Source: an optimization exercise on an open RTL-to-GDS flow (aim: small area). Production flows keep margins and buffers that such runs may drop.
In this exercise RTL edits were held to simulation tests only and were not proved equivalent to the original.
Power figures rest on the tool's default switching activity, not on a simulated workload.

$ cat flow/config.mk
export PLATFORM = sky130hd
export DESIGN_NAME = pmod_7seg9_3
export DESIGN_NICKNAME = pmod_7seg9_3
export VERILOG_FILES = /design/flow/design.v
export SDC_FILE = /design/flow/constraint.sdc
export NUM_CORES = 4
export LEC_CHECK = 0
export CAP_MARGIN = 20
export CORE_MARGIN = 2
export CORE_UTILIZATION = 40
export PLACE_DENSITY = 0.6
export SLEW_MARGIN = 20
$ cat flow/constraint.sdc
create_clock -name core_clock -period 10.0 [get_ports {clk}]
set_input_delay 2.0000 -clock core_clock [delete_from_list [all_inputs] [get_ports {clk}]]
set_output_delay 2.0000 -clock core_clock [all_outputs]
set_load 0.01 [all_outputs]
$ cat flow/design.v
module hexdigit(
  input wire [4:0] in,
  input wire dp,
  output reg [7:0] out
);
  always @* begin
    out = 8'b00000000;
    case(in)
      5'h0: out = {dp, 7'b0111111};  
      5'h1: out = {dp, 7'b0000110};  
      5'h2: out = {dp, 7'b1011011};  
      5'h3: out = {dp, 7'b1001111};  
      5'h4: out = {dp, 7'b1100110};  
      5'h5: out = {dp, 7'b1101101};  
      5'h6: out = {dp, 7'b1111101};  
      5'h7: out = {dp, 7'b0000111};  
      5'h8: out = {dp, 7'b1111111};  
      5'h9: out = {dp, 7'b1101111};  
      5'ha: out = {dp, 7'b1110111};  
      5'hb: out = {dp, 7'b1111100};  
      5'hc: out = {dp, 7'b0111001};  
      5'hd: out = {dp, 7'b1011110};  
      5'he: out = {dp, 7'b1111001};  
      5'hf: out = {dp, 7'b1110001};  
      5'b10000: out = 8'b11111111;  
      5'b10001: out = 8'b01000000;  
      5'b10010: out = 8'b00001000;  
      5'b10011: out = 8'b01101101;  
      5'b10100: out = 8'b00000000;  
      default:  out = 8'b00000000;  
    endcase
  end
endmodule
module debounce #(
    parameter CNT_20MS = 200_000
)(
    input  wire clk,
    input  wire reset,
    input  wire in,
    output reg  press_edge
);
    reg [17:0] stable_cnt;
    reg button_sync_0, button_sync_1;
    reg button_stable;
    reg button_prev;
    always @(posedge clk) begin
      if (reset) begin
        button_sync_0 <= 0;
        button_sync_1 <= 0;
        stable_cnt <= 0;
        button_stable <= 0;
        button_prev <= 0;
        press_edge <= 0;
      end else begin
        button_sync_0 <= in;
        button_sync_1 <= button_sync_0;
        if (button_sync_1 == button_stable) begin
            stable_cnt <= 0;
        end else begin
            stable_cnt <= stable_cnt + 1;
            if (stable_cnt >= CNT_20MS) begin
                button_stable <= button_sync_1;
                stable_cnt <= 0;
            end
        end
        press_edge <= 0;
        button_prev <= button_stable;
        if (button_stable && !button_prev) begin
            press_edge <= 1;
        end
      end
    end
endmodule
module tm1640 #(
    parameter CLK_FREQ = 10_000_000,
    parameter WAIT_TIME = (CLK_FREQ / 1_000_000)
)(
   input wire clk,
   input wire rst,
   input wire data_latch,
   input wire [7:0] data_in,
   input wire data_stop_bit,
   output reg busy,
   output reg tm_clk,
   output reg tm_din
);
   reg [7:0] write_byte;
   reg [2:0] write_bit_count;
   reg       write_stop_bit;
   reg [3:0] cur_state;
   reg [3:0] next_state;
   reg [15:0] wait_count;
   localparam [3:0]
      S_IDLE      = 4'h0,
      S_WAIT      = 4'h1,
      S_WAIT1     = 4'h2,
      S_START     = 4'h3,
      S_WRITE     = 4'h4,
      S_WRITE1    = 4'h5,
      S_WRITE2    = 4'h6,
      S_WRITE3    = 4'h7,
      S_STOP      = 4'h8,
      S_STOP1     = 4'h9;
   always @(posedge clk) begin
      if (rst) begin
         tm_clk <= 1;            
         tm_din <= 1;
         cur_state <= S_IDLE;    
         next_state <= S_IDLE;
         wait_count <= 0;
         write_bit_count <= 0;
         busy <= 0;              
      end
      else begin
         if (data_latch) begin   
            cur_state <= S_START;
            write_byte <= data_in;
            write_stop_bit <= data_stop_bit;
            busy <= 1;
         end
         else begin
            case (cur_state)
               S_IDLE: begin  
                  tm_clk <= 1;
                  tm_din <= 1;
                  busy <= 0;
               end
               S_WAIT: begin  
                  wait_count <= 0;
                  cur_state <= S_WAIT1;
               end
               S_WAIT1: begin  
                  wait_count <= wait_count + 1;
                  if (wait_count == WAIT_TIME)
                     cur_state <= next_state;
                  end
               S_START: begin
                  busy <= 1;
                  tm_din <= 0;  
                  cur_state <= S_WAIT;
                  next_state <= S_WRITE;
               end
               S_WRITE: begin
                  write_bit_count <= 0;
                  tm_clk <= 0;           
                  cur_state <= S_WAIT;
                  next_state <= S_WRITE1;
               end
               S_WRITE1:begin
                  busy <= 1;
                  tm_din <= write_byte[write_bit_count];  
                  cur_state <= S_WAIT;
                  next_state <= S_WRITE2;
               end
               S_WRITE2: begin
                  tm_clk <= 1;          
                  cur_state <= S_WAIT;
                  next_state <= S_WRITE3;
               end
               S_WRITE3: begin
                  tm_clk <= 0;   
                  if (write_bit_count != 7) begin
                     write_bit_count <= write_bit_count + 1;
                     cur_state <= S_WRITE1;
                  end
                  else begin
                    if(write_stop_bit) begin
                       tm_din <= 0;   
                       cur_state <= S_WAIT;
                       next_state <= S_STOP;
                    end
                    else begin
                       write_bit_count <= 0;
                       write_byte <= data_in;
                       write_stop_bit <= data_stop_bit;
                       busy <= 0;
                       cur_state <= S_WRITE1;
                    end
                 end
              end
              S_STOP: begin
                 tm_clk <= 1;          
                 cur_state <= S_WAIT;
                 next_state <= S_STOP1;
              end
              S_STOP1: begin
                 tm_din <= 1;          
                 cur_state <= S_WAIT;
                 next_state <= S_IDLE;
              end
              default: cur_state <= S_IDLE;
           endcase
        end
     end
   end
endmodule
module ctl_7seg9 #(
    parameter CLK_FREQ = 10_000_000
)(
    input  wire        clk,
    input  wire        rst,
    input  wire [71:0] data_pack,
    input  wire [2:0]  level,
    input  wire        on,
    output wire        tm_clk,
    output wire        tm_din,
    output wire        tm_busy
);
    reg [7:0] instruction_step;
    reg [7:0] tm_byte;
    reg       tm_latch, tm_end;
    wire      drv_busy;
    wire [7:0] led_data [0:8];
    assign led_data[0] = data_pack[7:0];   assign led_data[1] = data_pack[15:8];
    assign led_data[2] = data_pack[23:16];  assign led_data[3] = data_pack[31:24];
    assign led_data[4] = data_pack[39:32];  assign led_data[5] = data_pack[47:40];
    assign led_data[6] = data_pack[55:48];  assign led_data[7] = data_pack[63:56];
    assign led_data[8] = data_pack[71:64];
    tm1640 #(.CLK_FREQ(CLK_FREQ)) ic1 (
        .clk(clk), .rst(rst), 
        .data_latch(tm_latch), .data_in(tm_byte), .data_stop_bit(tm_end),
        .busy(drv_busy), .tm_clk(tm_clk), .tm_din(tm_din)
    );
    always @(posedge clk) begin
        if (rst) begin
            instruction_step <= 1;  
            tm_latch <= 0;
        end else begin
            tm_latch <= 0;  
            if (!drv_busy && !tm_latch && instruction_step != 0) begin
                case (instruction_step)
                    1: begin tm_byte <= 8'b01000000; tm_end <= 1; tm_latch <= 1; end
                    2: begin tm_byte <= 8'b11000000; tm_end <= 0; tm_latch <= 1; end
                    3,4,5,6,7,8,9,10: begin 
                        tm_byte <= led_data[instruction_step-3]; 
                        tm_end <= 0; tm_latch <= 1; 
                    end
                    11: begin 
                        tm_byte <= led_data[8]; 
                        tm_end <= 1; tm_latch <= 1;  
                    end
                    12: begin 
                        tm_byte <= {4'b1000, on, level}; 
                        tm_end <= 1; tm_latch <= 1; 
                    end
                endcase
                if (instruction_step == 12) instruction_step <= 0;
                else instruction_step <= instruction_step + 1;
            end
        end
    end
    assign tm_busy = (instruction_step != 0 || drv_busy);
endmodule
module pmod_7seg9_3 #(
    parameter CLK_FREQ = 2_000_000,
    parameter TICK_CYCLES = CLK_FREQ / 1000,
    parameter DEBOUNCE_CYCLES = CLK_FREQ / 500
)(
   input wire clk,
   input wire reset,        
   input wire rst,          
   output wire tm_clk,
   output wire tm_din,
   output wire debug_led
);
wire [2:0] level = 3'd4;
wire on = 1'b1;            
reg local_rst;
wire ctl_rst = reset | local_rst;
wire tm_busy;
reg [3:0] d_th, d_hu, d_te, d_on;
reg [3:0] u_th, u_hu, u_te, u_on;
reg [31:0] count;
reg run;
reg blink_state;
wire [7:0] led_data [0:8];
wire [71:0] led_data_packed; 
wire press_edge;
debounce #(.CNT_20MS(DEBOUNCE_CYCLES)) db_inst(clk, reset, rst, press_edge);
assign led_data_packed = {led_data[8], led_data[7], led_data[6], led_data[5], 
                          led_data[4], led_data[3], led_data[2], led_data[1], led_data[0]};
ctl_7seg9 #(.CLK_FREQ(CLK_FREQ)) m1(clk, ctl_rst, led_data_packed, level, on, tm_clk, tm_din, tm_busy);
hexdigit h1({1'b0, d_th}, 1'b0, led_data[0]);  
hexdigit h2({1'b0, d_hu}, 1'b0, led_data[1]);
hexdigit h3({1'b0, d_te}, 1'b0, led_data[2]);
hexdigit h4({1'b0, d_on}, 1'b0, led_data[3]);
hexdigit h5(5'd17,        1'b0, led_data[4]);  
hexdigit h6({1'b0, u_th}, 1'b0, led_data[5]);  
hexdigit h7({1'b0, u_hu}, 1'b0, led_data[6]);
hexdigit h8({1'b0, u_te}, 1'b0, led_data[7]);
hexdigit h9({1'b0, u_on}, 1'b0, led_data[8]);
assign debug_led = run ? blink_state : 1'b0;
always @(posedge clk) begin
  if (reset) begin
    local_rst <= 0;
    run <= 1'b0;
    blink_state <= 0;
    count <= 0;
    d_th <= 0; d_hu <= 0; d_te <= 0; d_on <= 0;
    u_th <= 0; u_hu <= 0; u_te <= 0; u_on <= 0;
  end else begin
    local_rst <= 0; 
    if (press_edge) run <= ~run;
    if (run) begin
        if (count >= (TICK_CYCLES - 1)) begin
            count <= 0;
            local_rst <= 1; 
            if (u_on == 9) begin
                u_on <= 0;
                if (u_te == 9) begin
                    u_te <= 0;
                    if (u_hu == 9) begin
                        u_hu <= 0;
                        u_th <= (u_th == 9) ? 0 : u_th + 1;
                    end else u_hu <= u_hu + 1;
                end else u_te <= u_te + 1;
            end else u_on <= u_on + 1;
            if (d_on == 0) begin
                d_on <= 9;
                if (d_te == 0) begin
                    d_te <= 9;
                    if (d_hu == 0) begin
                        d_hu <= 9;
                        if (d_th == 0) d_th <= 9;
                        else d_th <= d_th - 1;
                    end else d_hu <= d_hu - 1;
                end else d_te <= d_te - 1;
            end else d_on <= d_on - 1;
        end else begin
            count <= count + 1;
            if (count == (TICK_CYCLES / 2)) blink_state <= 1;
            if (count == 0) blink_state <= 0;
        end
    end
  end
end
endmodule
$ cat flow/run.sh
#!/bin/bash
# synth_recipe.tcl (not shown) runs the flow's synth.tcl, then flattens the netlist and writes it again
# the make line also repeats each setting of config.mk as NAME=value (left out here)
make -C /OpenROAD-flow-scripts/flow DESIGN_CONFIG=/design/flow/config.mk WORK_HOME=/design/flow/orfs CLKGATE_MAP_FILE= SYNTH_SCRIPT=/design/flow/synth_recipe.tcl finish
==> impl_results.html <==
<table>
<tr><th>Metric</th><th>Value</th></tr>
<tr><th colspan="2">Yosys</th></tr>
<tr><td>Synth top area share</td><td>29.98%</td></tr>
<tr><td>Count of flip-flops with a built-in enable after synthesis</td><td>18</td></tr>
<tr><td>Adder and majority gate portion of the synthesized area</td><td>2.179%</td></tr>
<tr><td>Mux cell area share after synthesis</td><td>2.905%</td></tr>
<tr><td>Largest area contributor in the netlist</td><td>sky130_fd_sc_hd__dfxtp_1</td></tr>
<tr><td>Post-synthesis instance area</td><td>0.008613 mm^2</td></tr>
<tr><td>Leading cell type by number of instances after synthesis</td><td>sky130_fd_sc_hd__nor2_1</td></tr>
<tr><td>Dominant combinational cell family by area after synthesis</td><td>simple AND/OR/NAND/NOR gates</td></tr>
<tr><td>Post-synthesis cell count</td><td>1081</td></tr>
<tr><td>Parity-gate share of the synthesized area counting xor and xnor cells</td><td>about 6.1%</td></tr>
<tr><td>Synthesized-area fraction occupied by ao, oa, aoi and oai cells</td><td>20.63%</td></tr>
<tr><td>Flip-flop and latch count after synthesis</td><td>147</td></tr>
<tr><td>Simple-gate share of the synthesized area</td><td>26.84%</td></tr>
<tr><td>Share of synthesized registers carrying an async set or reset</td><td>0%</td></tr>
<tr><td>Yosys synthesis warning count</td><td>5</td></tr>
<tr><td>Unique cell type count in the Yosys netlist</td><td>84</td></tr>
<tr><td>Part of the Yosys area used for sequential elements</td><td>36.26%</td></tr>
<tr><td>Top_reg_cell synth</td><td>sky130_fd_sc_hd__dfxtp_1</td></tr>
<tr><td>Top post-synthesis cells by area</td><td>sky130_fd_sc_hd__dfxtp_1, sky130_fd_sc_hd__nor2_1, sky130_fd_sc_hd__edfxtp_1</td></tr>
<tr><td>Commonest cells post-synth</td><td>sky130_fd_sc_hd__nor2_1, sky130_fd_sc_hd__dfxtp_1, sky130_fd_sc_hd__nand2_1</td></tr>
<tr><td>Mean instance size in the synthesized netlist</td><td>7.968 um^2</td></tr>
<tr><th colspan="2">Timing</th></tr>
<tr><td>Final number of max-transition violations</td><td>0</td></tr>
<tr><td>Clock period minus final worst setup slack</td><td>3665 ps</td></tr>
<tr><td>Hold Fails Final Rpt</td><td>0</td></tr>
<tr><td>Part of the cycle the worst path needs</td><td>36.65%</td></tr>
<tr><td>Final TNS setup</td><td>0 ps</td></tr>
<tr><td>PnR worst setup slack</td><td>6335 ps</td></tr>
<tr><td>Worst Skew</td><td>12.75 ps</td></tr>
<tr><td>Count of final setup violators</td><td>0</td></tr>
<tr><td>Actual transition at the worst max-transition pin</td><td>1039 ps</td></tr>
<tr><td>Maximum clock frequency</td><td>between 200 and 300 MHz</td></tr>
<tr><td>Remaining max-slew budget at the tightest pin</td><td>between 30% and 40%</td></tr>
<tr><td>Worst Hold Slack</td><td>between 300 and 400 ps</td></tr>
<tr><td>Setup repair after global routing missed its margin</td><td>false</td></tr>
<tr><th colspan="2">Final layout</th></tr>
<tr><td>ANT cells</td><td>0</td></tr>
<tr><td>Count of filler cells inserted in the layout</td><td>2065</td></tr>
<tr><td>Register area</td><td>0.003123 mm^2</td></tr>
<tr><td>Fraction of layout cells with a size suffix above 1</td><td>5.614%</td></tr>
<tr><td>Synthesis-to-finish area growth</td><td>7.902%</td></tr>
<tr><td>Multi-input logic area</td><td>0.005082 mm^2</td></tr>
<tr><td>Area of all placed cells without fillers</td><td>0.009294 mm^2</td></tr>
<tr><td>Nets</td><td>between 1k and 1.5k</td></tr>
<tr><td>Fin cells</td><td>around 1.3k</td></tr>
<tr><th colspan="2">Power</th></tr>
<tr><td>PD cells</td><td>around 180 mW/mm^2</td></tr>
<tr><td>Switching pwr</td><td>0.5382 mW</td></tr>
<tr><td>Relative contribution of the clock network to total power</td><td>roughly 37%</td></tr>
<tr><td>Switching Share</td><td>about a third</td></tr>
<tr><td>Reported leakage power</td><td>3.206 nW</td></tr>
<tr><td>Int Pwr</td><td>roughly 1.1 mW</td></tr>
<tr><td>IR Drop Worst-Case VDD</td><td>112.7 uV</td></tr>
<tr><td>Share of power burned in combinational logic</td><td>20.6%</td></tr>
<tr><td>Reg power frac</td><td>42.4%</td></tr>
<tr><th colspan="2">CTS</th></tr>
<tr><td>Library cell used as clock root buffer</td><td>sky130_fd_sc_hd__clkbuf_16</td></tr>
<tr><td>Number of clock buffers inserted by TritonCTS</td><td>17</td></tr>
<tr><td>Clock-pin transition on the worst setup and hold timing paths</td><td>60 ps</td></tr>
<tr><td>CTS hold repair buffers</td><td>0</td></tr>
<tr><td>Maximum buffer depth of the clock tree</td><td>2</td></tr>
<tr><td>Postcts setup bufs</td><td>0</td></tr>
<tr><td>H-tree depth</td><td>4</td></tr>
<tr><td>Skew-Pair Late Insertion Delay</td><td>440 ps</td></tr>
<tr><td>Clock tree from TritonCTS</td><td>done</td></tr>
<tr><td>Quantity of gates resized following cts</td><td>0</td></tr>
<tr><td>Clock Sinks</td><td>~150</td></tr>
<tr><th colspan="2">Placement</th></tr>
<tr><td>Cell total after placement</td><td>1294</td></tr>
<tr><td>Routability Congestion</td><td>0.8901</td></tr>
<tr><td>DPL Wire Length</td><td>12950 um</td></tr>
<tr><td>Post-placement worst setup slack</td><td>5948 ps</td></tr>
<tr><td>Post-detailed-placement cell area</td><td>approximately 0.0087 mm^2</td></tr>
<tr><td>Port bufs</td><td>5</td></tr>
<tr><th colspan="2">Worst setup path</th></tr>
<tr><td>Arrival time at the worst endpoint</td><td>around 1700 ps</td></tr>
<tr><td>Slowest cell on the critical path</td><td>sky130_fd_sc_hd__dfxtp_1</td></tr>
<tr><td>Largest stage delay, worst path</td><td>530 ps</td></tr>
<tr><td>Cell-by-cell trace of the critical path</td><td>and2_1, clkdlybuf4s50_1</td></tr>
<tr><td>Element type at the critical path start</td><td>flop</td></tr>
<tr><td>Endpoint kind of the worst setup timing path</td><td>output pin</td></tr>
<tr><td>Setup CP Type</td><td>reg2out</td></tr>
<tr><td>Required time of the critical path</td><td>8000 ps</td></tr>
<tr><td>Maximum fanout along the worst path</td><td>10</td></tr>
<tr><th colspan="2">Detailed routing</th></tr>
<tr><td>Ratio of routed vias to standard cells</td><td>5.513</td></tr>
<tr><td>Highest routed metal layer</td><td>met4</td></tr>
<tr><td>Count of nets left with antenna violations after detail routing</td><td>0</td></tr>
<tr><td>Detail Route met3 WL</td><td>~640 um</td></tr>
<tr><td>Routed wirelength normalized by instance count</td><td>14.33 um</td></tr>
<tr><td>Vias</td><td>around 7.3k</td></tr>
<tr><td>Met2 routed wirelength</td><td>approximately 8200 um</td></tr>
<tr><td>Router iterations before antenna repair</td><td>5</td></tr>
<tr><td>Detailed Route Iter0 Violations</td><td>~500</td></tr>
<tr><td>Drt total wl</td><td>19000 um</td></tr>
<tr><td>Routed length on met1</td><td>9756 um</td></tr>
<tr><td>DRC violation count after routing</td><td>0</td></tr>
<tr><th colspan="2">GRT</th></tr>
<tr><td>Maximum number of pins on one net before global-route repair</td><td>48</td></tr>
<tr><td>First-pass GRT wire length</td><td>31280 um</td></tr>
<tr><td>Vias in the first global route</td><td>6273</td></tr>
<tr><td>Sum of overflow across all layers after global routing</td><td>0</td></tr>
<tr><td>Initial antenna violation count</td><td>0</td></tr>
<tr><td>Tot GR Track Use</td><td>17.03%</td></tr>
<tr><th colspan="2">Floorplanning</th></tr>
<tr><td>Die width</td><td>between 150 and 200 um</td></tr>
<tr><td>Placeable Area</td><td>0.02109 mm^2</td></tr>
<tr><td>Starting utilization of the core area</td><td>40.84%</td></tr>
<tr><td>Number of cell rows</td><td>53</td></tr>
<tr><td>Die Span Y</td><td>150.7 um</td></tr>
<tr><td>I/O pins</td><td>6</td></tr>
<tr><td>DIE AREA</td><td>around 0.023 mm^2</td></tr>
<tr><th colspan="2">Job</th></tr>
<tr><td>Maxcap violations</td><td>0</td></tr>
<tr><th colspan="2">Run status</th></tr>
<tr><td>Result of the run</td><td>no timing/DRC/antenna violations</td></tr>
<tr><th colspan="2">Worst hold path</th></tr>
<tr><td>HP Class</td><td>reg2reg</td></tr>
</table>
-- sequential cells by signal, indices dropped and copies added, names as in the netlist, 8 cells and up --
signal,count
count,32
m1.instruction_step,8
db_inst.stable_cnt,18
m1.tm_byte,8
m1.ic1.write_byte,8
m1.ic1.wait_count,16
-- final timing paths --
check	start	endpoint	slack, ps	cells after the start
max	run	debug_led	6340	2
max reg2reg	m1.instruction_step[1]	m1.tm_byte[1]	6800	7
min reg2reg	db_inst.button_prev	db_inst.press_edge	390	1
min	db_inst.button_prev	db_inst.press_edge	390	1
-- worst max-delay path: cells and delay by family, from the launching register on --
family	cells	cell delay [ps]
AND/OR/NAND/NOR	1	180
buffers and inverters	1	530
flip-flops	1	530
-- metal layers --
| layer | vias up | global-route usage (%) |
|---|---|---|
| li1 | 3820 | - |
| met1 | 3348 | 24.32 |
| met2 | 113 | 25.36 |
| met3 | 29 | 3.606 |
| met4 | 0 | 5.935 |
| met5 | - | 0 |
-- placed cells by master (no fill, tap or decap), types with 5 or more instances in the layout --
cell / n
sky130_fd_sc_hd__nor2_1: 154
sky130_fd_sc_hd__dfxtp_1: 129
sky130_fd_sc_hd__nand2_1: 84
sky130_fd_sc_hd__a21oi_1: 67
sky130_fd_sc_hd__o21ai_0: 56
sky130_fd_sc_hd__nand3_1: 40
sky130_fd_sc_hd__xor2_1: 30
sky130_fd_sc_hd__xnor2_1: 30
sky130_fd_sc_hd__inv_1: 29
sky130_fd_sc_hd__nor2b_1: 25
sky130_fd_sc_hd__o22ai_1: 22
sky130_fd_sc_hd__nand2b_1: 20
sky130_fd_sc_hd__and3_1: 20
sky130_fd_sc_hd__nor3_1: 20
sky130_fd_sc_hd__nor4_1: 19
sky130_fd_sc_hd__nand4_1: 19
sky130_fd_sc_hd__edfxtp_1: 18
sky130_fd_sc_hd__clkbuf_16: 17
sky130_fd_sc_hd__mux2i_1: 16
sky130_fd_sc_hd__ha_1: 15
sky130_fd_sc_hd__o211ai_1: 13
sky130_fd_sc_hd__a31oi_1: 12
sky130_fd_sc_hd__o31ai_1: 12
sky130_fd_sc_hd__or3_1: 12
sky130_fd_sc_hd__nor3b_1: 7
sky130_fd_sc_hd__a21o_1: 7
sky130_fd_sc_hd__o21ai_1: 6
sky130_fd_sc_hd__a41oi_1: 6
sky130_fd_sc_hd__or4_1: 6
sky130_fd_sc_hd__o21a_1: 6
sky130_fd_sc_hd__and4_1: 6
sky130_fd_sc_hd__conb_1: 6
sky130_fd_sc_hd__and2_1: 5
sky130_fd_sc_hd__o211a_1: 5
sky130_fd_sc_hd__a211oi_1: 5
-- power groups by stage --
stage          Combinational, mW  Clock (mW)  Sequential (mW)
6_report                   0.339       0.610            0.699
5_1_grt                    0.372       0.646            0.706
4_1_cts                    0.333       0.624            0.697
3_5_place_dp               0.331           0            0.710
3_3_place_gp               0.333           0            0.710
2_1_floorplan              0.282           0            0.673
-- logic make-up after synthesis --
kind of cell               Yosys count
AOI/OAI and AO/OA                  270
xor gates and xnor gates            60
adders and majority gates           15
buffers and inverters              106
DFF                                147
muxes                               22
other                                1
and+or+nand+nor                    460
-- area by class of cell --
class	count	area share (%)
flip-flops and latches	147	33.60
repair buffers	9	0.8078
well taps	275	3.702
inverters	30	1.212
multi-input cells	833	54.68
clock inverters	13	1.225
clock buffers	19	4.766
-- stage by stage --
| stage | utilization (%) | total power, mW |
|---|---|---|
| floorplan | - | 0.9556 |
| global placement | 41.43 | 1.043 |
| detailed placement | 41.43 | 1.041 |
| CTS | 44.07 | 1.654 |
| global route | 44.07 | 1.724 |
| finish | 44.07 | 1.648 |

static timing again, ports no longer ideal:
How much do the figures lean on ideal ports? The routed layout below was timed once more, with nothing changed but the port constraints.
Step 1: set_driving_cell puts a clkbuf_16 on clk and a buf_2 on each other input, an assumption about the parent block.
Step 2 times the ports against the registers' clock, not the clock port: input delays grow and output delays shrink by t, the midpoint of the rising clock arrivals with the driver on.
a / b / c = ideal / step 1 / step 2; a / b = the first two.
shift t [ns]: 0.471
setup WS [ns]: 6.335 / 6.293 / 5.939
latest minus earliest clock arrival (ns): 0.013 / 0.013
After both steps setup and hold are still met in this run. The setup slack of this run moves by -0.042 ns with the drivers and by -0.396 ns with both steps.
